Context: an optimization exercise on an open-source flow, tuned for small area and a short achievable clock period. The choices shown serve that exercise and are no tape-out recipe.
The RTL was checked by simulation tests, not by an equivalence proof against the original design.

==> flow/design.v <==
module FIR1 (X, clk, Y, reset);
  input  [13:0] X;
  input         clk;
  output [13:0] Y;
  input         reset;
  reg [13:0] d1;
  reg [13:0] d2;
  reg [13:0] d3;
  reg [13:0] d4;
  reg [13:0] d5;
  reg [13:0] d6;
  reg [13:0] d7;
  reg [13:0] d8;
  reg [13:0] d9;
  reg [13:0] d10;
  reg [13:0] d11;
  reg [13:0] d12;
  reg [13:0] d13;
  reg [13:0] d14;
  reg [13:0] d15;
  reg [13:0] d16;
  reg [13:0] d17;
  reg [13:0] d18;
  reg [13:0] d19;
  reg [13:0] d20;
  reg [14:0] q2_0;
  reg [14:0] q2_2;
  reg [14:0] q2_3;
  reg [29:0] r2a;
  reg [28:0] r2b;
  reg [27:0] r1;
  reg [13:0] Y;
  wire s1 = d4[0] ^ d14[0];
  wire c2 = d4[0] | d14[0];
  wire s3 = d4[1] ^ d14[1];
  wire c4 = d4[1] | d14[1];
  wire s5, c6;
  FIR1_fa us5 (q2_3[6], q2_3[0], d20[9], s5, c6);
  wire s7, c8;
  FIR1_ha us7 (d18[9], d18[7], s7, c8);
  wire s9, c10;
  FIR1_fa us9 (d4[2], d14[2], q2_3[7], s9, c10);
  wire s11, c12;
  FIR1_fa us11 (q2_3[1], d20[10], d18[10], s11, c12);
  wire s13, c14;
  FIR1_fa us13 (q2_0[12], q2_0[8], q2_0[6], s13, c14);
  wire s15, c16;
  FIR1_fa us15 (d4[3], d14[3], q2_3[8], s15, c16);
  wire s17, c18;
  FIR1_fa us17 (q2_3[2], q2_3[0], d20[11], s17, c18);
  wire s19, c20;
  FIR1_fa us19 (d18[11], d18[9], d18[7], s19, c20);
  wire s21 = q2_0[13] ^ q2_0[9];
  wire c22 = q2_0[13] | q2_0[9];
  wire s23, c24;
  FIR1_fa us23 (q2_0[14], d4[4], d14[4], s23, c24);
  wire s25, c26;
  FIR1_fa us25 (q2_2[14], q2_3[9], q2_3[3], s25, c26);
  wire s27, c28;
  FIR1_fa us27 (q2_3[1], d9[0], d20[12], s27, c28);
  wire s29, c30;
  FIR1_fa us29 (d18[12], d18[10], d18[8], s29, c30);
  wire s31 = q2_0[10] ^ q2_0[8];
  wire c32 = q2_0[10] | q2_0[8];
  wire s33, c34;
  FIR1_fa us33 (d4[5], d14[5], q2_3[14], s33, c34);
  wire s35, c36;
  FIR1_fa us35 (q2_3[10], q2_3[4], q2_3[2], s35, c36);
  wire s37, c38;
  FIR1_fa us37 (d9[1], d18[11], d18[9], s37, c38);
  wire s39, c40;
  FIR1_fa us39 (q2_0[11], q2_0[9], q2_0[7], s39, c40);
  wire s41 = d4[6] ^ d14[6];
  wire c42 = d4[6] | d14[6];
  wire s43, c44;
  FIR1_fa us43 (q2_2[14], q2_3[11], q2_3[5], s43, c44);
  wire s45, c46;
  FIR1_ha us45 (q2_3[3], d9[2], s45, c46);
  wire s47, c48;
  FIR1_fa us47 (d4[13], d14[13], d4[7], s47, c48);
  wire s49, c50;
  FIR1_ha us49 (q2_3[1], d20[4], s49, c50);
  wire s51 = q2_3[2] ^ d20[5];
  wire c52 = q2_3[2] | d20[5];
  wire s53, c54;
  FIR1_fa us53 (d18[5], d18[3], d18[1], s53, c54);
  wire s55 = q2_0[7] ^ q2_0[3];
  wire c56 = q2_0[7] | q2_0[3];
  wire s57, c58;
  FIR1_fa us57 (q2_3[3], d20[6], d18[6], s57, c58);
  wire s59, c60;
  FIR1_fa us59 (q2_0[8], q2_0[4], q2_0[2], s59, c60);
  wire s61, c62;
  FIR1_fa us61 (q2_0[0], d4[4], d14[4], s61, c62);
  wire s63, c64;
  FIR1_ha us63 (d18[4], d18[2], s63, c64);
  wire s65, c66;
  FIR1_fa us65 (q2_3[4], d20[7], d18[7], s65, c66);
  wire s67, c68;
  FIR1_fa us67 (q2_0[9], q2_0[5], q2_0[3], s67, c68);
  wire s69, c70;
  FIR1_fa us69 (q2_0[1], d4[5], d14[5], s69, c70);
  wire s71, c72;
  FIR1_fa us71 (q2_2[9], q2_2[7], q2_2[2], s71, c72);
  wire s73, c74;
  FIR1_ha us73 (d18[5], d18[3], s73, c74);
  wire s75, c76;
  FIR1_fa us75 (q2_3[5], d20[8], d18[8], s75, c76);
  wire s77, c78;
  FIR1_fa us77 (q2_0[10], q2_0[6], q2_0[4], s77, c78);
  wire s79, c80;
  FIR1_fa us79 (q2_0[2], d4[6], d14[6], s79, c80);
  wire s81, c82;
  FIR1_fa us81 (q2_2[10], q2_2[8], q2_2[3], s81, c82);
  wire s83, c84;
  FIR1_fa us83 (q2_2[1], q2_3[9], q2_3[3], s83, c84);
  wire s85, c86;
  FIR1_ha us85 (d18[6], d18[4], s85, c86);
  wire s87, c88;
  FIR1_fa us87 (q2_0[11], q2_0[7], q2_0[5], s87, c88);
  wire s89, c90;
  FIR1_fa us89 (q2_0[3], d4[7], d14[7], s89, c90);
  wire s91, c92;
  FIR1_fa us91 (q2_2[11], q2_2[9], q2_2[4], s91, c92);
  wire s93, c94;
  FIR1_fa us93 (q2_2[2], q2_2[0], q2_3[10], s93, c94);
  wire s95, c96;
  FIR1_fa us95 (~d18[5], q2_3[4], d20[7], s95, c96);
  wire s97, c98;
  FIR1_fa us97 (c2, ~s3, s7, s97, c98);
  wire s99, c100;
  FIR1_fa us99 (q2_0[4], d4[8], d14[8], s99, c100);
  wire s101, c102;
  FIR1_fa us101 (q2_2[12], q2_2[10], q2_2[5], s101, c102);
  wire s103, c104;
  FIR1_fa us103 (q2_2[3], q2_2[1], q2_3[11], s103, c104);
  wire s105, c106;
  FIR1_fa us105 (d18[8], d18[6], ~q2_3[5], s105, c106);
  wire s107, c108;
  FIR1_fa us107 (~d20[8], c4, c8, s107, c108);
  wire s109, c110;
  FIR1_fa us109 (c6, s9, s11, s109, c110);
  wire s111, c112;
  FIR1_fa us111 (q2_0[7], q2_0[5], d4[9], s111, c112);
  wire s113, c114;
  FIR1_fa us113 (d14[9], q2_2[13], q2_2[11], s113, c114);
  wire s115, c116;
  FIR1_fa us115 (q2_2[6], q2_2[4], q2_2[2], s115, c116);
  wire s117, c118;
  FIR1_fa us117 (q2_3[12], q2_3[6], d20[9], s117, c118);
  wire s119, c120;
  FIR1_fa us119 (s21, c10, c12, s119, c120);
  wire s121, c122;
  FIR1_fa us121 (s15, s17, s19, s121, c122);
  wire s123, c124;
  FIR1_fa us123 (q2_0[6], d4[10], d14[10], s123, c124);
  wire s125, c126;
  FIR1_fa us125 (q2_2[12], q2_2[7], q2_2[5], s125, c126);
  wire s127, c128;
  FIR1_fa us127 (q2_2[3], q2_3[13], q2_3[7], s127, c128);
  wire s129, c130;
  FIR1_fa us129 (d20[10], c22, ~s31, s129, c130);
  wire s131, c132;
  FIR1_fa us131 (c16, c18, c20, s131, c132);
  wire s133, c134;
  FIR1_fa us133 (s23, s25, s27, s133, c134);
  wire s135, c136;
  FIR1_fa us135 (d4[11], d14[11], q2_2[13], s135, c136);
  wire s137, c138;
  FIR1_fa us137 (q2_2[8], q2_2[6], q2_2[4], s137, c138);
  wire s139, c140;
  FIR1_fa us139 (q2_3[8], d20[13], d20[11], s139, c140);
  wire s141, c142;
  FIR1_fa us141 (c24, c26, c28, s141, c142);
  wire s143, c144;
  FIR1_fa us143 (d18[13], c32, ~c30, s143, c144);
  wire s145, c146;
  FIR1_fa us145 (s33, s35, s37, s145, c146);
  wire s147, c148;
  FIR1_fa us147 (q2_0[12], q2_0[10], q2_0[8], s147, c148);
  wire s149, c150;
  FIR1_fa us149 (d4[12], d14[12], q2_2[9], s149, c150);
  wire s151, c152;
  FIR1_fa us151 (q2_2[7], q2_2[5], q2_3[9], s151, c152);
  wire s153, c154;
  FIR1_fa us153 (d18[12], d18[10], ~d20[12], s153, c154);
  wire s155, c156;
  FIR1_fa us155 (s45, c34, c36, s155, c156);
  wire s157, c158;
  FIR1_fa us157 (s41, ~c38, c40, s157, c158);
  wire s159, c160;
  FIR1_fa us159 (d14[7], q2_3[12], q2_3[6], s159, c160);
  wire s161, c162;
  FIR1_fa us161 (q2_3[4], d9[3], d20[13], s161, c162);
  wire s163, c164;
  FIR1_fa us163 (q2_0[13], q2_0[11], q2_0[9], s163, c164);
  wire s165, c166;
  FIR1_fa us165 (q2_2[10], q2_2[8], q2_2[6], s165, c166);
  wire s167, c168;
  FIR1_fa us167 (~d18[11], q2_3[10], d18[13], s167, c168);
  wire s169, c170;
  FIR1_fa us169 (c42, c46, c44, s169, c170);
  wire s171, c172;
  FIR1_fa us171 (q2_0[14], d4[8], d14[8], s171, c172);
  wire s173, c174;
  FIR1_fa us173 (q2_3[13], q2_3[7], q2_3[5], s173, c174);
  wire s175, c176;
  FIR1_fa us175 (q2_0[12], q2_0[10], q2_2[11], s175, c176);
  wire s177, c178;
  FIR1_fa us177 (q2_2[9], q2_2[7], q2_3[11], s177, c178);
  wire s179, c180;
  FIR1_fa us179 (d4[9], d14[9], q2_3[8], s179, c180);
  wire s181, c182;
  FIR1_fa us181 (q2_0[13], q2_0[11], q2_2[12], s181, c182);
  wire s183, c184;
  FIR1_fa us183 (d20[2], d18[2], d18[0], s183, c184);
  wire s185, c186;
  FIR1_fa us185 (q2_3[0], d20[3], d18[3], s185, c186);
  wire s187, c188;
  FIR1_fa us187 (q2_0[5], q2_0[1], d4[1], s187, c188);
  wire s189, c190;
  FIR1_fa us189 (d18[4], d18[2], d18[0], s189, c190);
  wire s191, c192;
  FIR1_fa us191 (q2_0[6], q2_0[2], q2_0[0], s191, c192);
  wire s193, c194;
  FIR1_fa us193 (d4[2], d14[2], q2_2[6], s193, c194);
  wire s195, c196;
  FIR1_fa us195 (q2_0[1], d4[3], d14[3], s195, c196);
  wire s197, c198;
  FIR1_fa us197 (q2_2[7], q2_2[5], q2_2[0], s197, c198);
  wire s199, c200;
  FIR1_fa us199 (q2_3[6], q2_3[0], d20[3], s199, c200);
  wire s201 = c50 ^ s51;
  wire c202 = c50 & ~s51;
  wire s203, c204;
  FIR1_fa us203 (q2_2[8], q2_2[6], q2_2[1], s203, c204);
  wire s205, c206;
  FIR1_fa us205 (q2_3[7], q2_3[1], d20[4], s205, c206);
  wire s207, c208;
  FIR1_fa us207 (c52, ~c56, s63, s207, c208);
  wire s209, c210;
  FIR1_fa us209 (c54, s57, ~s59, s209, c210);
  wire s211, c212;
  FIR1_fa us211 (q2_2[0], q2_3[8], q2_3[2], s211, c212);
  wire s213, c214;
  FIR1_fa us213 (~d20[5], c64, s73, s213, c214);
  wire s215, c216;
  FIR1_fa us215 (~c58, c60, c62, s215, c216);
  wire s217, c218;
  FIR1_fa us217 (s67, s69, s71, s217, c218);
  wire s219, c220;
  FIR1_fa us219 (d20[6], ~c74, s1, s219, c220);
  wire s221, c222;
  FIR1_fa us221 (c68, c70, c72, s221, c222);
  wire s223, c224;
  FIR1_fa us223 (s85, c66, s75, s223, c224);
  wire s225, c226;
  FIR1_fa us225 (s77, s79, s81, s225, c226);
  wire s227, c228;
  FIR1_fa us227 (c78, c80, c82, s227, c228);
  wire s229, c230;
  FIR1_fa us229 (c86, c76, ~c84, s229, c230);
  wire s231, c232;
  FIR1_fa us231 (s87, s89, s91, s231, c232);
  wire s233, c234;
  FIR1_fa us233 (~s5, s93, s95, s233, c234);
  wire s235, c236;
  FIR1_fa us235 (c88, c90, c92, s235, c236);
  wire s237, c238;
  FIR1_fa us237 (c94, c96, s13, s237, c238);
  wire s239, c240;
  FIR1_fa us239 (s99, s101, s103, s239, c240);
  wire s241, c242;
  FIR1_fa us241 (s105, c98, s107, s241, c242);
  wire s243, c244;
  FIR1_fa us243 (c14, c100, c102, s243, c244);
  wire s245, c246;
  FIR1_fa us245 (c104, s111, s113, s245, c246);
  wire s247, c248;
  FIR1_fa us247 (~c106, s115, s117, s247, c248);
  wire s249, c250;
  FIR1_fa us249 (c108, c110, s119, s249, c250);
  wire s251, c252;
  FIR1_fa us251 (c112, c114, c116, s251, c252);
  wire s253, c254;
  FIR1_fa us253 (c118, s123, s125, s253, c254);
  wire s255, c256;
  FIR1_fa us255 (s29, ~s127, c120, s255, c256);
  wire s257, c258;
  FIR1_fa us257 (~s129, c122, s131, s257, c258);
  wire s259, c260;
  FIR1_fa us259 (c124, c126, c128, s259, c260);
  wire s261, c262;
  FIR1_fa us261 (s39, s135, s137, s261, c262);
  wire s263, c264;
  FIR1_fa us263 (s139, c130, ~c132, s263, c264);
  wire s265, c266;
  FIR1_fa us265 (c134, s141, s145, s265, c266);
  wire s267, c268;
  FIR1_fa us267 (c136, c138, c140, s267, c268);
  wire s269, c270;
  FIR1_fa us269 (s147, s149, s151, s269, c270);
  wire s271, c272;
  FIR1_fa us271 (s43, s153, c142, s271, c272);
  wire s273, c274;
  FIR1_fa us273 (~c144, c146, s155, s273, c274);
  wire s275, c276;
  FIR1_fa us275 (c148, c150, c152, s275, c276);
  wire s277, c278;
  FIR1_fa us277 (c154, s47, s159, s277, c278);
  wire s279, c280;
  FIR1_fa us279 (~s161, s163, s165, s279, c280);
  wire s281, c282;
  FIR1_fa us281 (s167, ~c156, c158, s281, c282);
  wire s283, c284;
  FIR1_fa us283 (d9[4], d18[12], c48, s283, c284);
  wire s285, c286;
  FIR1_fa us285 (c160, c162, ~c164, s285, c286);
  wire s287, c288;
  FIR1_fa us287 (c166, c168, s175, s287, c288);
  wire s289, c290;
  FIR1_fa us289 (s171, s173, ~s177, s289, c290);
  wire s291, c292;
  FIR1_fa us291 (q2_2[10], q2_2[8], q2_3[14], s291, c292);
  wire s293, c294;
  FIR1_fa us293 (q2_3[6], d9[5], ~q2_3[12], s293, c294);
  wire s295, c296;
  FIR1_fa us295 (d18[13], c176, c178, s295, c296);
  wire s297, c298;
  FIR1_fa us297 (c172, c174, s179, s297, c298);
  wire s299, c300;
  FIR1_fa us299 (d4[10], d14[10], q2_3[9], s299, c300);
  wire s301, c302;
  FIR1_fa us301 (q2_0[12], q2_2[13], q2_2[11], s301, c302);
  wire s303, c304;
  FIR1_fa us303 (q2_3[7], d9[6], ~q2_2[9], s303, c304);
  wire s305, c306;
  FIR1_fa us305 (q2_3[13], q2_0[14], c182, s305, c306);
  wire s307, c308;
  FIR1_fa us307 (d4[11], d14[11], q2_2[14], s307, c308);
  wire s309, c310;
  FIR1_fa us309 (q2_3[14], q2_3[10], q2_3[8], s309, c310);
  wire s311, c312;
  FIR1_fa us311 (q2_0[13], q2_2[12], q2_2[10], s311, c312);
  wire s313 = d4[12] ^ d14[12];
  wire c314 = d4[12] | d14[12];
  wire s315, c316;
  FIR1_ha us315 (q2_3[11], q2_3[9], s315, c316);
  wire s317, c318;
  FIR1_fa us317 (q2_0[4], q2_0[0], d4[0], s317, c318);
  wire s319, c320;
  FIR1_fa us319 (d14[0], q2_2[4], q2_2[2], s319, c320);
  wire s321, c322;
  FIR1_fa us321 (d14[1], q2_2[5], q2_2[3], s321, c322);
  wire s323, c324;
  FIR1_fa us323 (~d18[1], q2_3[4], d20[1], s323, c324);
  wire s325, c326;
  FIR1_ha us325 (c184, s185, s325, c326);
  wire s327, c328;
  FIR1_fa us327 (q2_2[4], q2_3[5], d20[2], s327, c328);
  wire s329, c330;
  FIR1_fa us329 (s49, c186, ~c188, s329, c330);
  wire s331, c332;
  FIR1_fa us331 (~s189, s191, s193, s331, c332);
  wire s333, c334;
  FIR1_fa us333 (s55, c190, ~c192, s333, c334);
  wire s335, c336;
  FIR1_fa us335 (c194, s195, s197, s335, c336);
  wire s337, c338;
  FIR1_fa us337 (~s53, s199, s201, s337, c338);
  wire s339, c340;
  FIR1_fa us339 (c196, c198, c200, s339, c340);
  wire s341, c342;
  FIR1_fa us341 (s61, s203, s205, s341, c342);
  wire s343, c344;
  FIR1_fa us343 (c202, s207, s209, s343, c344);
  wire s345, c346;
  FIR1_fa us345 (c204, c206, s211, s345, c346);
  wire s347, c348;
  FIR1_fa us347 (s65, c208, s213, s347, c348);
  wire s349, c350;
  FIR1_fa us349 (s215, ~c210, s217, s349, c350);
  wire s351, c352;
  FIR1_fa us351 (c212, s83, s219, s351, c352);
  wire s353, c354;
  FIR1_fa us353 (c216, c218, s221, s353, c354);
  wire s355, c356;
  FIR1_fa us355 (c214, s223, ~s225, s355, c356);
  wire s357, c358;
  FIR1_fa us357 (c220, c222, c226, s357, c358);
  wire s359, c360;
  FIR1_fa us359 (s97, c224, ~s227, s359, c360);
  wire s361, c362;
  FIR1_fa us361 (~s229, s231, s233, s361, c362);
  wire s363, c364;
  FIR1_fa us363 (c228, c232, s235, s363, c364);
  wire s365, c366;
  FIR1_fa us365 (s237, s239, c234, s365, c366);
  wire s367, c368;
  FIR1_fa us367 (c230, s109, s241, s367, c368);
  wire s369, c370;
  FIR1_fa us369 (c236, c238, c240, s369, c370);
  wire s371, c372;
  FIR1_fa us371 (s243, ~s121, s245, s371, c372);
  wire s373, c374;
  FIR1_fa us373 (~s247, c242, s249, s373, c374);
  wire s375, c376;
  FIR1_fa us375 (c244, c246, s251, s375, c376);
  wire s377, c378;
  FIR1_fa us377 (c248, ~s133, s253, s377, c378);
  wire s379, c380;
  FIR1_fa us379 (c250, s255, s257, s379, c380);
  wire s381, c382;
  FIR1_fa us381 (c252, c254, s259, s381, c382);
  wire s383, c384;
  FIR1_fa us383 (s143, s261, ~c256, s383, c384);
  wire s385, c386;
  FIR1_fa us385 (c258, ~s263, s265, s385, c386);
  wire s387, c388;
  FIR1_fa us387 (c260, c262, s267, s387, c388);
  wire s389, c390;
  FIR1_fa us389 (s157, s269, c264, s389, c390);
  wire s391, c392;
  FIR1_fa us391 (s271, c266, s273, s391, c392);
  wire s393, c394;
  FIR1_fa us393 (c268, c270, s275, s393, c394);
  wire s395, c396;
  FIR1_fa us395 (s169, s277, ~s279, s395, c396);
  wire s397, c398;
  FIR1_fa us397 (c272, c274, ~s281, s397, c398);
  wire s399, c400;
  FIR1_fa us399 (c170, c278, s283, s399, c400);
  wire s401, c402;
  FIR1_fa us401 (c276, c280, s287, s401, c402);
  wire s403, c404;
  FIR1_fa us403 (s285, s289, ~c282, s403, c404);
  wire s405, c406;
  FIR1_fa us405 (s181, s291, ~s293, s405, c406);
  wire s407, c408;
  FIR1_fa us407 (c284, c286, ~c288, s407, c408);
  wire s409, c410;
  FIR1_fa us409 (~s295, c290, s297, s409, c410);
  wire s411, c412;
  FIR1_fa us411 (c180, c294, s299, s411, c412);
  wire s413, c414;
  FIR1_fa us413 (c292, s301, ~s303, s413, c414);
  wire s415, c416;
  FIR1_fa us415 (c296, ~c298, s305, s415, c416);
  wire s417, c418;
  FIR1_fa us417 (d9[7], q2_0[14], c300, s417, c418);
  wire s419, c420;
  FIR1_fa us419 (c304, s307, s309, s419, c420);
  wire s421, c422;
  FIR1_fa us421 (c302, s311, c306, s421, c422);
  wire s423, c424;
  FIR1_fa us423 (~d9[8], q2_2[13], q2_2[11], s423, c424);
  wire s425, c426;
  FIR1_fa us425 (q2_0[14], ~s313, s315, s425, c426);
  wire s427, c428;
  FIR1_fa us427 (c308, c310, ~c312, s427, c428);
  wire s429, c430;
  FIR1_fa us429 (q2_3[12], q2_3[10], d9[9], s429, c430);
  wire s431, c432;
  FIR1_fa us431 (d4[13], d14[13], q2_2[12], s431, c432);
  wire s433, c434;
  FIR1_fa us433 (c314, c316, ~q2_2[14], s433, c434);
  wire s435 = q2_3[13] ^ q2_3[11];
  wire c436 = q2_3[13] | q2_3[11];
  wire s437 = d9[10] ^ q2_2[13];
  wire c438 = d9[10] & ~q2_2[13];
  wire s439, c440;
  FIR1_fa us439 (q2_0[2], q2_2[2], q2_2[0], s439, c440);
  wire s441, c442;
  FIR1_fa us441 (q2_0[3], q2_2[3], q2_2[1], s441, c442);
  wire s443 = d18[1] ^ q2_3[2];
  wire c444 = d18[1] & ~q2_3[2];
  wire s445, c446;
  FIR1_fa us445 (q2_3[3], d20[0], ~d20[1], s445, c446);
  wire s447, c448;
  FIR1_fa us447 (~s183, s317, s319, s447, c448);
  wire s449, c450;
  FIR1_fa us449 (c318, c320, s187, s449, c450);
  wire s451, c452;
  FIR1_fa us451 (s321, ~s325, s323, s451, c452);
  wire s453, c454;
  FIR1_fa us453 (c322, s327, c324, s453, c454);
  wire s455, c456;
  FIR1_fa us455 (c326, s329, ~s331, s455, c456);
  wire s457, c458;
  FIR1_fa us457 (c328, c332, s335, s457, c458);
  wire s459, c460;
  FIR1_fa us459 (c330, s333, ~s337, s459, c460);
  wire s461, c462;
  FIR1_fa us461 (~c334, c336, s339, s461, c462);
  wire s463, c464;
  FIR1_fa us463 (s341, c338, ~s343, s463, c464);
  wire s465, c466;
  FIR1_fa us465 (c340, c342, s345, s465, c466);
  wire s467, c468;
  FIR1_fa us467 (s347, c344, ~s349, s467, c468);
  wire s469, c470;
  FIR1_fa us469 (c346, ~c348, s351, s469, c470);
  wire s471, c472;
  FIR1_fa us471 (s353, c350, ~s355, s471, c472);
  wire s473, c474;
  FIR1_fa us473 (c352, c354, s357, s473, c474);
  wire s475, c476;
  FIR1_fa us475 (s359, c356, ~s361, s475, c476);
  wire s477, c478;
  FIR1_fa us477 (c358, ~c360, s363, s477, c478);
  wire s479, c480;
  FIR1_fa us479 (s365, c362, ~s367, s479, c480);
  wire s481, c482;
  FIR1_fa us481 (c364, s369, c366, s481, c482);
  wire s483, c484;
  FIR1_fa us483 (~s371, c368, s373, s483, c484);
  wire s485, c486;
  FIR1_fa us485 (c370, s375, c372, s485, c486);
  wire s487, c488;
  FIR1_fa us487 (~s377, c374, s379, s487, c488);
  wire s489, c490;
  FIR1_fa us489 (c376, s381, c378, s489, c490);
  wire s491, c492;
  FIR1_fa us491 (~s383, c380, s385, s491, c492);
  wire s493, c494;
  FIR1_fa us493 (c382, s387, c384, s493, c494);
  wire s495, c496;
  FIR1_fa us495 (~s389, s391, c386, s495, c496);
  wire s497, c498;
  FIR1_fa us497 (c388, s393, c390, s497, c498);
  wire s499, c500;
  FIR1_fa us499 (s395, c392, s397, s499, c500);
  wire s501, c502;
  FIR1_fa us501 (c394, ~s399, s401, s501, c502);
  wire s503, c504;
  FIR1_fa us503 (c396, c398, s403, s503, c504);
  wire s505, c506;
  FIR1_fa us505 (s405, ~c400, c402, s505, c506);
  wire s507, c508;
  FIR1_fa us507 (s407, s409, c404, s507, c508);
  wire s509, c510;
  FIR1_fa us509 (~s411, c406, s413, s509, c510);
  wire s511, c512;
  FIR1_fa us511 (c408, ~s415, c410, s511, c512);
  wire s513, c514;
  FIR1_fa us513 (c412, s417, s419, s513, c514);
  wire s515, c516;
  FIR1_fa us515 (c414, s421, c416, s515, c516);
  wire s517, c518;
  FIR1_fa us517 (c418, s425, c420, s517, c518);
  wire s519, c520;
  FIR1_fa us519 (s423, ~s427, c422, s519, c520);
  wire s521, c522;
  FIR1_fa us521 (c424, ~s429, s431, s521, c522);
  wire s523, c524;
  FIR1_fa us523 (c426, s433, c428, s523, c524);
  wire s525, c526;
  FIR1_fa us525 (~q2_2[14], s435, s437, s525, c526);
  wire s527, c528;
  FIR1_fa us527 (c430, ~c432, c434, s527, c528);
  wire s529, c530;
  FIR1_fa us529 (q2_3[12], d9[11], ~q2_3[14], s529, c530);
  wire s531, c532;
  FIR1_fa us531 (c436, q2_2[14], c438, s531, c532);
  wire s533, c534;
  FIR1_ha us533 (d20[0], d18[0], s533, c534);
  wire s535, c536;
  FIR1_fa us535 (d20[1], s443, c440, s535, c536);
  wire s537, c538;
  FIR1_fa us537 (~c444, c442, s445, s537, c538);
  wire s539, c540;
  FIR1_fa us539 (c446, c448, s449, s539, c540);
  wire s541, c542;
  FIR1_fa us541 (c450, s453, c452, s541, c542);
  wire s543, c544;
  FIR1_fa us543 (c454, s457, ~c456, s543, c544);
  wire s545, c546;
  FIR1_fa us545 (c458, s461, ~c460, s545, c546);
  wire s547, c548;
  FIR1_fa us547 (c462, s465, c464, s547, c548);
  wire s549, c550;
  FIR1_fa us549 (c466, s469, ~c468, s549, c550);
  wire s551, c552;
  FIR1_fa us551 (c470, s473, c472, s551, c552);
  wire s553, c554;
  FIR1_fa us553 (c474, s477, ~c476, s553, c554);
  wire s555, c556;
  FIR1_fa us555 (c478, s481, c480, s555, c556);
  wire s557, c558;
  FIR1_fa us557 (c482, s485, ~c484, s557, c558);
  wire s559, c560;
  FIR1_fa us559 (c486, s489, ~c488, s559, c560);
  wire s561, c562;
  FIR1_fa us561 (c490, s493, ~c492, s561, c562);
  wire s563, c564;
  FIR1_fa us563 (c494, s497, ~c496, s563, c564);
  wire s565, c566;
  FIR1_fa us565 (c498, s501, ~c500, s565, c566);
  wire s567, c568;
  FIR1_fa us567 (s505, c502, ~c504, s567, c568);
  wire s569, c570;
  FIR1_fa us569 (s509, c506, ~s511, s569, c570);
  wire s571, c572;
  FIR1_fa us571 (~s513, c510, s515, s571, c572);
  wire s573, c574;
  FIR1_fa us573 (c514, s517, ~c516, s573, c574);
  wire s575, c576;
  FIR1_fa us575 (~s521, c518, s523, s575, c576);
  wire s577, c578;
  FIR1_fa us577 (s525, c522, ~c524, s577, c578);
  wire s579, c580;
  FIR1_fa us579 (s529, s531, ~c526, s579, c580);
  wire s581, c582;
  FIR1_fa us581 (q2_3[13], d9[12], c530, s581, c582);
  wire s583 = q2_0[1] ^ q2_2[1];
  wire c584 = q2_0[1] | q2_2[1];
  wire s585, c586;
  FIR1_fa us585 (q2_3[1], ~s533, s439, s585, c586);
  wire s587, c588;
  FIR1_fa us587 (~c534, s441, s535, s587, c588);
  wire s589, c590;
  FIR1_fa us589 (c536, s447, s537, s589, c590);
  wire s591, c592;
  FIR1_fa us591 (c538, s451, s539, s591, c592);
  wire s593, c594;
  FIR1_fa us593 (c540, ~s455, s541, s593, c594);
  wire s595, c596;
  FIR1_fa us595 (c542, ~s459, s543, s595, c596);
  wire s597, c598;
  FIR1_fa us597 (c544, s463, s545, s597, c598);
  wire s599, c600;
  FIR1_fa us599 (c546, ~s467, s547, s599, c600);
  wire s601, c602;
  FIR1_fa us601 (s471, c548, s549, s601, c602);
  wire s603, c604;
  FIR1_fa us603 (~s475, c550, s551, s603, c604);
  wire s605, c606;
  FIR1_fa us605 (s479, c552, s553, s605, c606);
  wire s607, c608;
  FIR1_fa us607 (~s483, c554, s555, s607, c608);
  wire s609, c610;
  FIR1_fa us609 (~s487, c556, s557, s609, c610);
  wire s611, c612;
  FIR1_fa us611 (~s491, c558, s559, s611, c612);
  wire s613, c614;
  FIR1_fa us613 (~s495, c560, s561, s613, c614);
  wire s615, c616;
  FIR1_fa us615 (~s499, c562, s563, s615, c616);
  wire s617, c618;
  FIR1_fa us617 (~s503, c564, s565, s617, c618);
  wire s619, c620;
  FIR1_fa us619 (~s507, c566, s567, s619, c620);
  wire s621, c622;
  FIR1_fa us621 (~c508, s569, c568, s621, c622);
  wire s623, c624;
  FIR1_fa us623 (~c512, s571, c570, s623, c624);
  wire s625, c626;
  FIR1_fa us625 (s519, ~s573, c572, s625, c626);
  wire s627, c628;
  FIR1_fa us627 (~c520, s575, c574, s627, c628);
  wire s629, c630;
  FIR1_fa us629 (s527, ~s577, c576, s629, c630);
  wire s631, c632;
  FIR1_fa us631 (c528, s579, ~c578, s631, c632);
  wire s633, c634;
  FIR1_fa us633 (c532, s581, c580, s633, c634);
  wire s635, c636;
  FIR1_fa us635 (~d9[13], q2_3[14], c582, s635, c636);
  wire s637, c638;
  FIR1_ha us637 (d1[4], d1[2], s637, c638);
  wire s639, c640;
  FIR1_fa us639 (d1[5], d1[3], d1[1], s639, c640);
  wire s641, c642;
  FIR1_fa us641 (d1[6], d1[4], d1[2], s641, c642);
  wire s643, c644;
  FIR1_fa us643 (d1[7], d1[5], d1[3], s643, c644);
  wire s645, c646;
  FIR1_fa us645 (d1[8], d1[6], d1[4], s645, c646);
  wire s647, c648;
  FIR1_fa us647 (d1[9], d1[7], d1[5], s647, c648);
  wire s649, c650;
  FIR1_fa us649 (d1[10], d1[8], d1[6], s649, c650);
  wire s651, c652;
  FIR1_fa us651 (d1[11], d1[9], d1[7], s651, c652);
  wire s653, c654;
  FIR1_fa us653 (d1[12], d1[10], d1[8], s653, c654);
  wire s655, c656;
  FIR1_fa us655 (r2a[15], r2b[15], d1[13], s655, c656);
  wire s657, c658;
  FIR1_ha us657 (d1[12], d1[10], s657, c658);
  wire s659 = d1[11] ^ r2a[17];
  wire c660 = d1[11] & ~r2a[17];
  wire s661 = d1[1] ^ ~r2a[3];
  wire c662 = d1[1] | ~r2a[3];
  wire s663, c664;
  FIR1_fa us663 (~d1[2], r2a[4], r2b[4], s663, c664);
  wire s665, c666;
  FIR1_fa us665 (d1[3], d1[1], ~r2a[5], s665, c666);
  wire s667, c668;
  FIR1_fa us667 (r2a[6], r2b[6], ~d1[0], s667, c668);
  wire s669, c670;
  FIR1_fa us669 (r2a[7], r2b[7], ~c638, s669, c670);
  wire s671, c672;
  FIR1_fa us671 (r2a[8], r2b[8], ~c640, s671, c672);
  wire s673, c674;
  FIR1_fa us673 (r2a[9], r2b[9], ~c642, s673, c674);
  wire s675, c676;
  FIR1_fa us675 (r2a[10], r2b[10], ~c644, s675, c676);
  wire s677, c678;
  FIR1_fa us677 (r2a[11], r2b[11], ~c646, s677, c678);
  wire s679, c680;
  FIR1_fa us679 (r2a[12], r2b[12], ~c648, s679, c680);
  wire s681, c682;
  FIR1_fa us681 (r2a[13], r2b[13], ~c650, s681, c682);
  wire s683, c684;
  FIR1_fa us683 (r2a[14], r2b[14], ~c652, s683, c684);
  wire s685, c686;
  FIR1_fa us685 (d1[11], d1[9], c654, s685, c686);
  wire s687, c688;
  FIR1_fa us687 (r2a[16], r2b[16], ~s657, s687, c688);
  wire s689, c690;
  FIR1_fa us689 (r2b[17], d1[13], s659, s689, c690);
  wire s691, c692;
  FIR1_fa us691 (r2a[18], r2b[18], d1[12], s691, c692);
  wire s693, c694;
  FIR1_fa us693 (r2a[19], r2b[19], d1[13], s693, c694);
  wire s695 = r2a[2] ^ r2b[2];
  wire c696 = r2a[2] | r2b[2];
  wire s697, c698;
  FIR1_fa us697 (r2b[3], ~d1[0], s661, s697, c698);
  wire s699, c700;
  FIR1_fa us699 (d1[0], c662, ~s663, s699, c700);
  wire s701, c702;
  FIR1_fa us701 (r2b[5], c664, ~s665, s701, c702);
  wire s703, c704;
  FIR1_fa us703 (s637, c666, ~s667, s703, c704);
  wire s705, c706;
  FIR1_fa us705 (~s639, c668, s669, s705, c706);
  wire s707, c708;
  FIR1_fa us707 (~s641, c670, s671, s707, c708);
  wire s709, c710;
  FIR1_fa us709 (~s643, c672, s673, s709, c710);
  wire s711, c712;
  FIR1_fa us711 (~s645, c674, s675, s711, c712);
  wire s713, c714;
  FIR1_fa us713 (~s647, c676, s677, s713, c714);
  wire s715, c716;
  FIR1_fa us715 (~s649, c678, s679, s715, c716);
  wire s717, c718;
  FIR1_fa us717 (~s651, c680, s681, s717, c718);
  wire s719, c720;
  FIR1_fa us719 (~s653, c682, s683, s719, c720);
  wire s721, c722;
  FIR1_fa us721 (s655, c684, ~s685, s721, c722);
  wire s723, c724;
  FIR1_fa us723 (c656, ~c686, s687, s723, c724);
  wire s725, c726;
  FIR1_fa us725 (~c658, c688, s689, s725, c726);
  wire s727, c728;
  FIR1_fa us727 (~c660, c690, s691, s727, c728);
  wire s729, c730;
  FIR1_fa us729 (~d1[12], s693, c692, s729, c730);
  wire s731, c732;
  FIR1_fa us731 (r2b[20], ~r2a[20], c694, s731, c732);
  wire s733, c734;
  FIR1_fa us733 (r2b[21], ~r2a[21], r2a[20], s733, c734);
  wire s735, c736;
  FIR1_fa us735 (r2b[22], ~r2a[22], r2a[21], s735, c736);
  wire s737, c738;
  FIR1_fa us737 (r2a[23], r2a[22], r2b[23], s737, c738);
  wire s739, c740;
  FIR1_fa us739 (r2b[24], r2b[23], ~r2a[24], s739, c740);
  wire s741, c742;
  FIR1_fa us741 (r2b[25], r2a[24], ~r2a[25], s741, c742);
  wire s743, c744;
  FIR1_fa us743 (r2b[26], r2a[25], ~r2a[26], s743, c744);
  wire s745, c746;
  FIR1_fa us745 (r2b[27], r2a[26], ~r2a[27], s745, c746);
  wire s747, c748;
  FIR1_fa us747 (r2a[28], ~r2a[27], r2b[28], s747, c748);
  wire s749 = r2a[29] ^ r2b[28];
  wire c750 = r2a[29] | r2b[28];
  wire [29:0] rs1 = {~c748, c746, c744, c742, c740, ~c738, ~c736, ~c734, ~c732, ~c730, ~c728, ~c726, ~c724, ~c722, ~c720, ~c718, ~c716, ~c714, ~c712, ~c710, ~c708, ~c706, c704, ~c702, c700, ~c698, ~c696, ~d1[0], r2b[1], ~r2a[0]} + {~s749, ~s747, s745, s743, s741, s739, ~s737, ~s735, ~s733, ~s731, ~s729, ~s727, ~s725, ~s723, ~s721, ~s719, ~s717, ~s715, ~s713, ~s711, ~s709, ~s707, ~s705, s703, ~s701, s699, ~s697, s695, ~r2a[1], ~r2b[0]};
  wire s751 = r1[1] ^ X[0];
  wire c752 = r1[1] & ~X[0];
  wire s753, c754;
  FIR1_fa us753 (~r1[2], X[1], X[2], s753, c754);
  wire s755, c756;
  FIR1_fa us755 (~r1[3], X[2], X[3], s755, c756);
  wire s757, c758;
  FIR1_fa us757 (~r1[4], X[3], X[4], s757, c758);
  wire s759, c760;
  FIR1_fa us759 (~r1[5], X[4], X[5], s759, c760);
  wire s761, c762;
  FIR1_fa us761 (~r1[6], X[5], X[6], s761, c762);
  wire s763, c764;
  FIR1_fa us763 (~r1[7], X[6], X[7], s763, c764);
  wire s765, c766;
  FIR1_fa us765 (~r1[8], X[7], X[8], s765, c766);
  wire s767, c768;
  FIR1_fa us767 (~r1[9], X[8], X[9], s767, c768);
  wire s769, c770;
  FIR1_fa us769 (~r1[10], X[9], X[10], s769, c770);
  wire s771, c772;
  FIR1_fa us771 (~r1[11], X[10], X[11], s771, c772);
  wire s773, c774;
  FIR1_fa us773 (~r1[12], X[11], X[12], s773, c774);
  wire s775, c776;
  FIR1_fa us775 (r1[13], X[13], ~X[12], s775, c776);
  wire s777, c778;
  FIR1_ha us777 (r1[14], X[13], s777, c778);
  wire [29:0] fs = {r1[27], r1[26], r1[25], r1[24], r1[23], r1[22], r1[21], r1[20], r1[19], r1[18], r1[17], r1[16], r1[15], c776, ~c774, ~c772, ~c770, ~c768, ~c766, ~c764, ~c762, ~c760, ~c758, ~c756, ~c754, c752, ~X[1], r1[0], 1'b0, 1'b0} + {1'b0, 1'b0, 1'b0, 1'b0, 1'b0, 1'b0, 1'b0, 1'b0, 1'b0, 1'b0, 1'b0, 1'b0, c778, s777, s775, ~s773, ~s771, ~s769, ~s767, ~s765, ~s763, ~s761, ~s759, ~s757, ~s755, ~s753, ~s751, ~X[0], 1'b0, 1'b0};
  always @(posedge clk or posedge reset) begin
    if (reset) begin
      d1 <= 14'd0;
      d2 <= 14'd0;
      d3 <= 14'd0;
      d4 <= 14'd0;
      d5 <= 14'd0;
      d6 <= 14'd0;
      d7 <= 14'd0;
      d8 <= 14'd0;
      d9 <= 14'd0;
      d10 <= 14'd0;
      d11 <= 14'd0;
      d12 <= 14'd0;
      d13 <= 14'd0;
      d14 <= 14'd0;
      d15 <= 14'd0;
      d16 <= 14'd0;
      d17 <= 14'd0;
      d18 <= 14'd0;
      d19 <= 14'd0;
      d20 <= 14'd0;
      q2_0 <= 15'd0;
      q2_2 <= 15'd0;
      q2_3 <= 15'd0;
      r2a <= 30'd285212671;
      r2b <= 29'd8388605;
      r1 <= 28'd268410883;
      Y <= 14'd0;
    end else begin
      d1 <= X;
      d2 <= d1;
      d3 <= d2;
      d4 <= d3;
      d5 <= d4;
      d6 <= d5;
      d7 <= d6;
      d8 <= d7;
      d9 <= d8;
      d10 <= d9;
      d11 <= d10;
      d12 <= d11;
      d13 <= d12;
      d14 <= d13;
      d15 <= d14;
      d16 <= d15;
      d17 <= d16;
      d18 <= d17;
      d19 <= d18;
      d20 <= d19;
      q2_0 <= {d1[13], d1} + {d15[13], d15};
      q2_2 <= {d5[13], d5} + {d11[13], d11};
      q2_3 <= {d7[13], d7} + {d9[13], d9};
      r2a <= {1'b1, q2_3[14], c634, c632, c630, c628, c626, c624, c622, c620, c618, c616, c614, c612, c610, c608, c606, c604, c602, c600, c598, c596, c594, c592, c590, c588, c586, c584, q2_3[0], q2_0[0]};
      r2b <= {c636, s635, s633, s631, s629, s627, s625, s623, s621, s619, s617, s615, s613, s611, s609, s607, s605, s603, s601, s599, s597, s595, s593, s591, s589, s587, s585, s583, q2_2[0]};
      r1 <= rs1[29:2];
      Y <= fs[29:16];
    end
  end
endmodule
module FIR1_fa (a, b, c, s, co);
  input a, b, c;
  output s, co;
  assign s = a ^ b ^ c;
  assign co = (a & b) | (a & c) | (b & c);
endmodule
module FIR1_ha (a, b, s, co);
  input a, b;
  output s, co;
  assign s = a ^ b;
  assign co = a & b;
endmodule
==> flow/flow/run.sh <==
#!/bin/bash
set -euo pipefail
bash standard.sh SETUP_SLACK_MARGIN=6.0 finish > standard_run.log 2>&1
==> flow/standard.sh <==
#!/bin/bash
# synth_recipe.tcl (not shown) runs the flow's synth.tcl, then flattens the netlist and writes it again
# the make line also repeats each setting of config.mk as NAME=value (left out here)
make -C /OpenROAD-flow-scripts/flow DESIGN_CONFIG=/design/flow/config.mk WORK_HOME=/design/flow/orfs CLKGATE_MAP_FILE= SYNTH_SCRIPT=/design/flow/synth_recipe.tcl "${@:-finish}"
==> flow/config.mk <==
export PLATFORM = sky130hd
export DESIGN_NAME = FIR1
export DESIGN_NICKNAME = FIR1
export VERILOG_FILES = /design/flow/design.v
export SDC_FILE = /design/flow/constraint.sdc
export NUM_CORES = 4
export LEC_CHECK = 0
export ABC_AREA = 1
export CAP_MARGIN = 20
export CORE_MARGIN = 2
export CORE_UTILIZATION = 40
export CTS_CLUSTER_DIAMETER = 150
export CTS_CLUSTER_SIZE = 20
export SLEW_MARGIN = 20
export SYNTH_HIERARCHICAL = 1
export SYNTH_MINIMUM_KEEP_SIZE = 0
==> flow/constraint.sdc <==
create_clock -name core_clock -period 10.0 [get_ports {clk}]
set_input_delay 2.0000 -clock core_clock [delete_from_list [all_inputs] [get_ports {clk}]]
set_output_delay 2.0000 -clock core_clock [all_outputs]
set_load 0.01 [all_outputs]
==> metrics.cfg, run 1 <==
[logic_synthesis]
ys_seq_area_share_pct = 43.0
synth-edff-count = 0
avgSynthCellArea_sq_um = 11.4
synth_cells = 2199
synthFlopType = dfrtp_1
postSynthNetCount = 2691
ys_warn_count = 7
yosys_register_bits = 426
synthArstFlopShare_pct = 100
ys_types = 31
synth_area_sq_um = 25000

[detailed_routing]
dr.pass1.iters = 5
wire_per_inst_um = 18.7
drt_iter0_drc = 1066
ant_nets = 0
drc = 0
via_count = 14826
viasPerCell = 4.69
wl_um = 59200

[sta]
slew_viol_final = 0
max_freq_ghz = 0.253
holdWs_ps = 319
relSlewSlack_pct = 35.3
clock_skew_ps = 32.6
tightest_slew_ps = 970
fin_setup_tns_ps = 0
hold_viol_final = 0
post-route-min-period_ps = 3950
setup_violations = 0
final.period_utilization_pct = 39.5
grt_setup_unrepaired = no

[worst_setup_path]
worstPathMaxFanout = 4
crit_required_ps = 10510
worst-endpoint-arrival_ps = 4460
worstSetupPathType = reg -> reg
end_kind = flop
start_kind = flop

[layout]
drive_gt1_share_pct = 9.69
multi_input_area_sq_um = 12500
area.sequential_sq_um = 10800
nNetsFinal = 2794
syn_to_final_growth_pct = 10.2
fillers = 5772

[placement]
gp_congestion = 0.879
hpwlAfterDp_um = 47500
io_buffers = 29

[worst_hold_path]
holdCritPathClass = reg -> reg

[floorplan]
pin_count = 30
dieArea_sq_um = 64400
start_util_pct = 40.4
core_sq_um = 61700
die_h_um = 254
rows = 91
die_w_um = 254

[global_route]
grt_first_pass_wirelength_um = 93300
grt_util_all_layers_pct = 19.5
overflow = 0
grt_antenna_before_repair = 3
grt_max_degree = 179
grt_pass1_vias = 16164
grt.met1_usage_pct = 27.1
use_met3_pct = 2.85
grt_most_used_layer = met2
use_met2_pct = 32.4

[cts]
htree_num_levels = 1
cts.sinks = 426
cts_tree = yes
numCtsBuffers = 25
clkTransAtPathRegs_ps = 100
cts-root-buf = clkbuf_16
insertion_delay_ps = 600
cts_max_path_buffers = 3

[run]
drv_cap = 0

[outcome]
status = timing/DRC/antenna clean

==> final cells by class <==
type                            instances  area share [%]
Clock inverter                          2           0.132
Antenna cell                            1         0.00910
Timing Repair Buffer                   75            2.44
Inverter                              470            6.43
Timing Repair inverter                  1          0.0182
Tap cell                              837            3.81
Clock buffer                           44            2.53
Sequential cell                       426            39.2
Multi-Input combinational cell       1303            45.4
==> synthesized netlist by cell type, drive strengths merged (2+ instances only) <==
| library cell | count | share of area (%) |
|---|---|---|
| o21a | 3 | 0.090 |
| nand2 | 481 | 7.4 |
| a21o | 4 | 0.12 |
| xnor2 | 3 | 0.11 |
| o21ai | 13 | 0.28 |
| ha | 114 | 5.7 |
| a21oi | 61 | 1.2 |
| nand3b | 2 | 0.060 |
| dfrtp | 363 | 36 |
| dfstp | 63 | 6.6 |
| nor2 | 101 | 1.6 |
| fa | 362 | 29 |
| nand3 | 77 | 1.6 |
| inv | 470 | 7.1 |
| nor3 | 12 | 0.32 |
| xor2 | 42 | 1.5 |
| nand4 | 12 | 0.30 |
| o21bai | 13 | 0.41 |
==> sequential cells by signal, summed over array words and instances, names as in the netlist, 15 cells and up <==
| register | count |
|---|---|
| r2a | 30 |
| r2b | 29 |
| r1 | 28 |
| q2_0 | 15 |
| q2_2 | 15 |
| q2_3 | 15 |
==> metrics by stage <==
stage	instance area (sq um)	utilization, %	std cells	worst slack (ps)
after floorplan	25000	-	2199	2300
after global placement	26400	42.7	3068	5420
after detailed placement	26400	42.7	3068	5360
after CTS	27100	43.9	3115	5970
after global routing	27500	44.6	3158	5960
final	27500	44.6	3159	6050
==> placed cells by master, fill, tap and decap left out, types with 5 or more instances in the layout <==
cell type and n:
xor2_1 42, fa_1 351, clkbuf_1 19, dfrtp_2 30, nand3_1 72, clkbuf_16 25
nand2_2 17, nor3_1 8, dfrtp_1 332, o21ai_0 10, nand2_1 464, clkdlybuf4s50_1 29
dfstp_2 63, buf_4 43, inv_1 463, fa_2 11, o21bai_1 12, inv_2 6
nor2_1 93, nand3_2 5, nor2_2 6, a21oi_1 59, ha_1 114, nand4_1 12
==> worst max-delay path, cell delays in order, from the launching register on <==
cell,delay [ps]
dfrtp_2,460
inv_1,70
ha_1,290
inv_1,50
fa_1,490
inv_1,70
fa_2,570
fa_1,430
fa_1,370
inv_1,80
fa_1,430
fa_1,580
==> kinds of logic (layout without fill, tap and decap cells) <==
group,Yosys count,after routing,share of synthesized area [%]
AO/OA/AOI/OAI,96,96,2.20
XOR/XNOR,45,45,1.58
adder cells (fa/ha/maj),476,476,34.7
buffers and inverters,470,592,7.07
flip-flops,426,426,43.0
other,1,2,0.0150
AND/OR/NAND/NOR,685,685,11.4
==> worst paths after layout <==
path,start,end,slack [ps],cells past startpoint
min in group asynchronous,reset,d14[5],1910,2
max,q2_0[8],r2b[15],6050,11
min reg2reg,d17[8],d18[8],320,0
max in group asynchronous,reset,d18[12],6440,4
max reg2reg,q2_0[8],r2b[15],6050,11
min,d17[8],d18[8],320,0
==> repair_timing <==
item | CTS | global route
gates resized for setup | 20 | 28
hold buffers | 0 | 0
setup buffers | 1 | 42
setup endpoints to repair | 12 | 172
pin swaps | 0 | 10
gates cloned | 0 | 1
==> per-module statistics from Yosys, one instance, submodules excluded <==
module,cell area (sq um),cells inside
FIR1_ha,12.5,1
FIR1,17600,1828
FIR1_fa,20.0,1
==> routing by layer <==
metal | up-vias | wire [um]
li1 | 6735 | -
met1 | 7691 | 26800
met2 | 312 | 28200
met3 | 86 | 2700
met4 | 2 | 1460
met5 | - | 13
==> inputs of run 2 (changes only) <==
--- a/flow/config.mk
+++ b/flow/config.mk
@@ -5,7 +5,6 @@
 export SDC_FILE = /design/flow/constraint.sdc
 export NUM_CORES = 4
 export LEC_CHECK = 0
-export ABC_AREA = 1
 export CAP_MARGIN = 20
 export CORE_MARGIN = 2
 export CORE_UTILIZATION = 40
==> metrics.cfg, run 2 <==
[worst_setup_path]
slowest_delay_ps = 570  ; about the same
worst_path_max_delay_cell = fa_1
worstSetupPathType = reg -> reg
worst-endpoint-arrival_ps = 4420  ; -40 ps
worstSetupStartpoint = d4[5]
r2r_start = d4[5]
end_kind = flop
cp_common_cell = fa_1
worstPathMaxFanout = 2  ; -2
crit_required_ps = 10500  ; about the same
critPathTopFamily = adder cells
start_kind = flop
path_buf_inv = 1  ; -3
crit_chain = fa_2, fa_1, fa_1, fa_1, fa_2, inv_1, fa_1, fa_1

[floorplan]
rows = 87  ; -4.4%
die_w_um = 243  ; -4.2%
die_h_um = 243  ; -4.2%
dieArea_sq_um = 59100  ; -8.2%
start_util_pct = 40.5  ; +0.045 points
pin_count = 30  ; unchanged
core_sq_um = 56500  ; -8.5%

[sta]
tightest_slew_ps = 867  ; -103 ps
relSlewSlack_pct = 42.2  ; +6.9 points
holdWs_ps = 335  ; +15.4 ps
post-route-min-period_ps = 3920  ; -33.4 ps
grt_setup_unrepaired = yes
fin_setup_tns_ps = 0  ; unchanged
final.period_utilization_pct = 39.2  ; -0.33 points
slew_viol_final = 0  ; unchanged
clock_skew_ps = 23.3  ; -9.24 ps
max_freq_ghz = 0.255  ; +0.85%
setup_violations = 0  ; unchanged
hold_viol_final = 0  ; unchanged

[layout]
final_cell_mix = fa_1, dfrtp_1, inv_1, ha_1, dfstp_2
final_common_cell = fa_1
regMostFlops = r2a
finish.utilization_pct = 45.1  ; +0.53 points
drive_gt1_share_pct = 14.7  ; +5.0 points
antenna_cells = 0  ; -1
largest_reg_flops = 30  ; unchanged
syn_to_final_growth_pct = 11.3
final_cells = 2420  ; -23%
nNetsFinal = 2137  ; -24%
reg.largest.list = r2a x30, r2b x29, r1 x28

[global_route]
overflow = 0  ; unchanged
grt_pass1_vias = 13211  ; -18%
grt_first_pass_wirelength_um = 75500  ; -19%
grt_antenna_before_repair = 1  ; -2
grt_max_degree = 185  ; +3.4%
grt_util_all_layers_pct = 17.1  ; -2.4 points

[placement]
hpwlAfterDp_um = 36800  ; -23%
placed_cells = 2331  ; -24%
io_buffers = 29  ; unchanged
gp_congestion = 0.898  ; +2.1%

[detailed_routing]
ant_nets = 0  ; unchanged
drt_iter0_drc = 734  ; -31%
wl_um = 47900  ; -19%
drc = 0  ; unchanged
dr.pass1.iters = 5  ; unchanged
viasPerCell = 4.75  ; +1.3%
wire_per_inst_um = 19.8  ; +5.6%
via_count = 11504  ; -22%

[outcome]
status = timing/DRC/antenna clean

[logic_synthesis]
synth_area_sq_um = 22900  ; -8.4%
postSynthNetCount = 2039  ; -24%
synthTopCellsByArea = dfrtp_1, fa_1, dfstp_2, ha_1, inv_1
ys_seq_area_share_pct = 46.9  ; +3.9 points
synth-edff-count = 0  ; unchanged
synth_cells = 1547  ; -30%
synthFlopType = dfrtp_1
yosys_register_bits = 426  ; unchanged
ys_warn_count = 7  ; unchanged
avgSynthCellArea_sq_um = 14.8  ; +30%
ys_types = 56  ; +81%
synth_common_cells = dfrtp_1, fa_1, inv_1
synth_top_area_share_pct = 39.7  ; +3.3 points
yosysMostFrequentCell = dfrtp_1
yosysTopAreaCell = dfrtp_1
synthArstFlopShare_pct = 100  ; unchanged

[cts]
clkTransAtPathRegs_ps = 80  ; -20 ps
htree_num_levels = 1  ; unchanged
cts_tree = yes
cts.sinks = 426  ; unchanged
insertion_delay_ps = 580  ; -20 ps
cts-root-buf = clkbuf_16
cts_max_path_buffers = 3  ; unchanged
numCtsBuffers = 25  ; unchanged

[worst_hold_path]
hold_start = d6[9]
holdCritPathClass = reg -> reg

[run]
drv_cap = 0  ; unchanged

[run 2: cell types whose count changed after synthesis, moves of 9 or more]
cell     previous run  this run
xor2_1             42        15
nand2_2            17         0
inv_1             466       286
a21o_1              4        28
nand2_1           464        29
nand3_1            72        12
a21oi_1            60        37
xnor2_1             3        56
nor2b_1             0         9
nor2_1             93        53
[run 2: per-module statistics from Yosys (local to each module, per instance)]
| module | copies in the design | area [sq um] | cells inside |
|---|---|---|---|
| FIR1_fa | 359 | 20.0 | 1 |
| FIR1_ha | 12 | 12.5 | 1 |
| FIR1 | 1 | 15500 | 1176 |
[run 2: routing by layer]
| metal | vias up | part of all wire (%) | GRT usage [%] |
|---|---|---|---|
| li1 | 4981 | - | - |
| met1 | 6249 | 43 | 22.9 |
| met2 | 201 | 50 | 29.0 |
| met3 | 73 | 4.3 | 2.85 |
| met4 | 0 | 3.4 | 4.89 |
| met5 | - | 0 | 0 |
[run 2: logic make-up after synthesis]
group | synth area share (%)
adders and majority gates | 37.9
DFF | 46.9
buffers and inverters | 4.76
AOI/OAI and AO/OA | 4.69
and+or+nand+nor | 2.92
xor gates and xnor gates | 2.72
other | 0.0164
muxes | 0.0438
[run 2: layout make-up]
class / instances / area [sq um]
Inverter: 286 / 1080
Clock buffer: 44 / 697
Tap cell: 756 / 946
Clock inverter: 2 / 25.0
Multi-Input combinational cell: 831 / 11300
Timing Repair Buffer: 75 / 646
Sequential cell: 426 / 10800
Fill cell: 5018 / 31000
[run 2: stage by stage]
stage | instance area (sq um) | setup slack (ps)
after floorplan | 22900 | 2300
after global routing | 25500 | 5980
final | 25500 | 6080
after global placement | 24200 | 4940
after CTS | 25100 | 6000
after detailed placement | 24200 | 4900
[run 2: timing repair]
item / 4_1_cts / 5_1_grt
pin swaps: 18 / 27
cloned: 0 / 1
setup buffers: 23 / 19
endpoints found under the setup margin: 33 / 78
resized for setup: 80 / 48
hold buffers: 0 / 0
[run 2: final timing paths]
path	slack, ps	end	cells after the start
setup / recovery	6080	r2b[16]	8
hold / removal	330	d7[9]	0
hold reg to reg	330	d7[9]	0
max in group asynchronous	6460	d1[1]	4
setup reg to reg	6080	r2b[16]	8
min in group asynchronous	1930	d6[8]	2
[run 2: worst register-to-register path, stage by stage, from the launching register on]
cell     delay [ps]
dfrtp_2         470
fa_2            500
fa_1            570
fa_1            430
fa_1            490
fa_2            360
inv_1            70
fa_1            420
fa_1            530
==> inputs of run 3 (changes only) <==
--- a/flow/config.mk
+++ b/flow/config.mk
@@ -5,11 +5,11 @@
 export SDC_FILE = /design/flow/constraint.sdc
 export NUM_CORES = 4
 export LEC_CHECK = 0
-export CAP_MARGIN = 20
+export CAP_MARGIN = 10
 export CORE_MARGIN = 2
 export CORE_UTILIZATION = 40
 export CTS_CLUSTER_DIAMETER = 150
 export CTS_CLUSTER_SIZE = 20
-export SLEW_MARGIN = 20
+export SLEW_MARGIN = 10
 export SYNTH_HIERARCHICAL = 1
 export SYNTH_MINIMUM_KEEP_SIZE = 0
==> metrics.cfg, run 3 <==
[run]
drv_cap = 0  ; unchanged

[worst_hold_path]
holdCritPathClass = reg -> reg

[cts]
cts-root-buf = clkbuf_16
insertion_delay_ps = 580  ; about the same
numCtsBuffers = 25  ; unchanged
cts.sinks = 426  ; unchanged
htree_num_levels = 1  ; unchanged
clkTransAtPathRegs_ps = 80  ; about the same
cts_tree = yes
cts_max_path_buffers = 3  ; unchanged

[detailed_routing]
wire_per_inst_um = 19.8  ; unchanged
drt_iter0_drc = 734  ; unchanged
wl_um = 47900  ; unchanged
viasPerCell = 4.75  ; unchanged
dr.pass1.iters = 5  ; unchanged
ant_nets = 0  ; unchanged
drc = 0  ; unchanged
via_count = 11504  ; unchanged

[layout]
drive_gt1_share_pct = 14.7  ; unchanged
area.sequential_sq_um = 10800  ; unchanged
regMostFlops = r2a
syn_to_final_growth_pct = 11.3  ; unchanged
multi_input_area_sq_um = 11300  ; unchanged
largest_reg_flops = 30  ; unchanged
final_common_cell = fa_1
fillers = 5018  ; unchanged
nNetsFinal = 2137  ; unchanged
reg.largest.list = r2a x30, r2b x29, r1 x28
antenna_cells = 0  ; unchanged
final_cell_mix = fa_1, dfrtp_1, inv_1, ha_1, dfstp_2

[worst_setup_path]
r2r_start = d4[5]
worstPathMaxFanout = 2  ; unchanged
worstSetupPathType = reg -> reg
worst-endpoint-arrival_ps = 4420  ; about the same
reg2regPathDepth = 8  ; unchanged
crit_required_ps = 10500  ; about the same
start_kind = flop
crit_path_end = r2b[16]
regToRegEndpoint = r2b[16]
worstSetupStartpoint = d4[5]
end_kind = flop
r2r_slack_ps = 6080  ; about the same

[logic_synthesis]
synth_xor_area_share_pct = 2.72  ; unchanged
synth_top_area_share_pct = 39.7  ; unchanged
synthFlopType = dfrtp_1
postSynthNetCount = 2039  ; unchanged
synth_compound_area_share_pct = 4.69  ; unchanged
synth_fa_ha_area_share_pct = 37.9  ; unchanged
synthMuxAreaShare_pct = 0.0438  ; unchanged
synthSimpleGateAreaFrac_pct = 2.92  ; unchanged
yosysTopAreaCell = dfrtp_1
yosys_register_bits = 426  ; unchanged
synth_top_family_by_area = adder cells
synthArstFlopShare_pct = 100  ; unchanged
synth_common_cells = dfrtp_1, fa_1, inv_1
synthTopCellsByArea = dfrtp_1, fa_1, dfstp_2, ha_1, inv_1
ys_types = 56  ; unchanged
synth_area_sq_um = 22900  ; unchanged
avgSynthCellArea_sq_um = 14.8  ; unchanged
synth_cells = 1547  ; unchanged
ys_warn_count = 7  ; unchanged
synth-edff-count = 0  ; unchanged
ys_seq_area_share_pct = 46.9  ; unchanged
yosysMostFrequentCell = dfrtp_1

[global_route]
overflow = 0  ; unchanged
grt_first_pass_wirelength_um = 75500  ; unchanged
grt_pass1_vias = 13211  ; unchanged
grt_antenna_before_repair = 1  ; unchanged
grt_max_degree = 185  ; unchanged
grt.met1_usage_pct = 22.9  ; unchanged
grt_most_used_layer = met2
use_met2_pct = 29.0  ; unchanged
use_met3_pct = 2.85  ; unchanged
grt_util_all_layers_pct = 17.1  ; unchanged

[sta]
post-route-min-period_ps = 3920  ; unchanged
grt_setup_unrepaired = yes
final.period_utilization_pct = 39.2  ; unchanged
setup_violations = 0  ; unchanged
slew_viol_final = 0  ; unchanged
clock_skew_ps = 23.3  ; unchanged
fin_setup_tns_ps = 0  ; unchanged
hold_viol_final = 0  ; unchanged
max_freq_ghz = 0.255  ; unchanged
tightest_slew_ps = 867  ; unchanged
relSlewSlack_pct = 42.2  ; unchanged

[placement]
io_buffers = 29  ; unchanged
gp_congestion = 0.898  ; unchanged
hpwlAfterDp_um = 36800  ; unchanged

[floorplan]
die_h_um = 243  ; unchanged
die_w_um = 243  ; unchanged
rows = 87  ; unchanged
dieArea_sq_um = 59100  ; unchanged
core_sq_um = 56500  ; unchanged
start_util_pct = 40.5  ; unchanged
pin_count = 30  ; unchanged

[outcome]
status = timing/DRC/antenna clean

run 3: cell counts after synthesis:
Identical to the previous run, type by type.
run 3: area by class of cell:
type / count / share of cell area, %
Clock buffer: 44 / 2.74
Clock inverter: 2 / 0.0982
Inverter: 286 / 4.23
Multi-Input combinational cell: 831 / 44.3
Sequential cell: 426 / 42.4
Tap cell: 756 / 3.71
Timing Repair Buffer: 75 / 2.53
run 3: metrics by stage:
| stage | hold slack (ps) | setup slack [ps] | area [sq um] | util, % | instances |
|---|---|---|---|---|---|
| 2_1_floorplan | 331 | 2300 | 22900 | - | 1547 |
| 3_3_place_gp | 331 | 4940 | 24200 | 42.8 | 2331 |
| 3_5_place_dp | 335 | 4900 | 24200 | 42.8 | 2331 |
| 4_1_cts | 332 | 6000 | 25100 | 44.5 | 2400 |
| 5_1_grt | 344 | 5980 | 25500 | 45.1 | 2420 |
| 6_report | 335 | 6080 | 25500 | 45.1 | 2420 |
run 3: Yosys stat by module (local to each module, per instance):
| module | times used | flops+latches | cells inside |
|---|---|---|---|
| FIR1 | 1 | 426 | 1176 |
| FIR1_fa | 359 | 0 | 1 |
| FIR1_ha | 12 | 0 | 1 |
run 3: worst min-delay path by stage:
stage,start,end,cells after the start
floorplan,d10[0],d11[0],0
global placement,d2[7],d3[7],0
detailed placement,d10[4],d11[4],0
CTS,d16[8],d17[8],0
global route,d6[9],d7[9],0
finish,d6[9],d7[9],0
run 3: routing by layer:
layer | vias to the layer above | share of wire (%) | wire [um]
met5 | - | 0 | 0
met4 | 0 | 3.4 | 1610
met3 | 73 | 4.3 | 2070
met2 | 201 | 50 | 23700
met1 | 6249 | 43 | 20500
li1 | 4981 | - | -
run 3: what timing repair did:
item	CTS	global route
gates cloned	0	1
gates resized for setup	80	48
hold buffers	0	0
setup endpoints to repair	33	78
setup buffers	23	19
pin swaps	18	27
run 3: cells by family (layout without fill, tap and decap cells):
family	after synthesis	in the layout
flops	426	426
fa+ha+maj	476	476
compound gates	142	142
xor+xnor	71	71
other cells	1	1
mux	1	1
simple gates	140	140
buf+inv	290	407
run 3: critical path, stage by stage (launching register included):
cell,delay [ps]
dfrtp_2,470
fa_2,500
fa_1,570
fa_1,430
fa_1,490
fa_2,360
inv_1,70
fa_1,420
fa_1,530

-- port drivers added, routing unchanged --
The results above use ideal ports. As a check the final layouts listed here were re-extracted and re-timed, cells and wires unchanged. Step 1 assumes that a clkbuf_16 drives the clock port and a buf_2 every other input. Step 2 times the ports against the registers' clock, not the clock port: input delays grow and output delays shrink by t, the midpoint of the rising clock arrivals with the driver on. a / b / c = ideal / step 1 / step 2; a / b = the first two.
run | shift t [ns] | slack for setup (ns) | worst hold slack (ns) | latest minus earliest clock arrival (ns)
run 1 | 0.641 | 6.050 / 6.050 / 5.568 | 0.319 / 0.319 / 0.319 | 0.035 / 0.035
run 2 | 0.622 | 6.083 / 6.083 / 5.525 | 0.335 / 0.335 / 0.335 | 0.024 / 0.024
run 3 | 0.622 | 6.083 / 6.083 / 5.525 | 0.335 / 0.335 / 0.335 | 0.024 / 0.024
After both steps setup and hold are still met in every run listed.
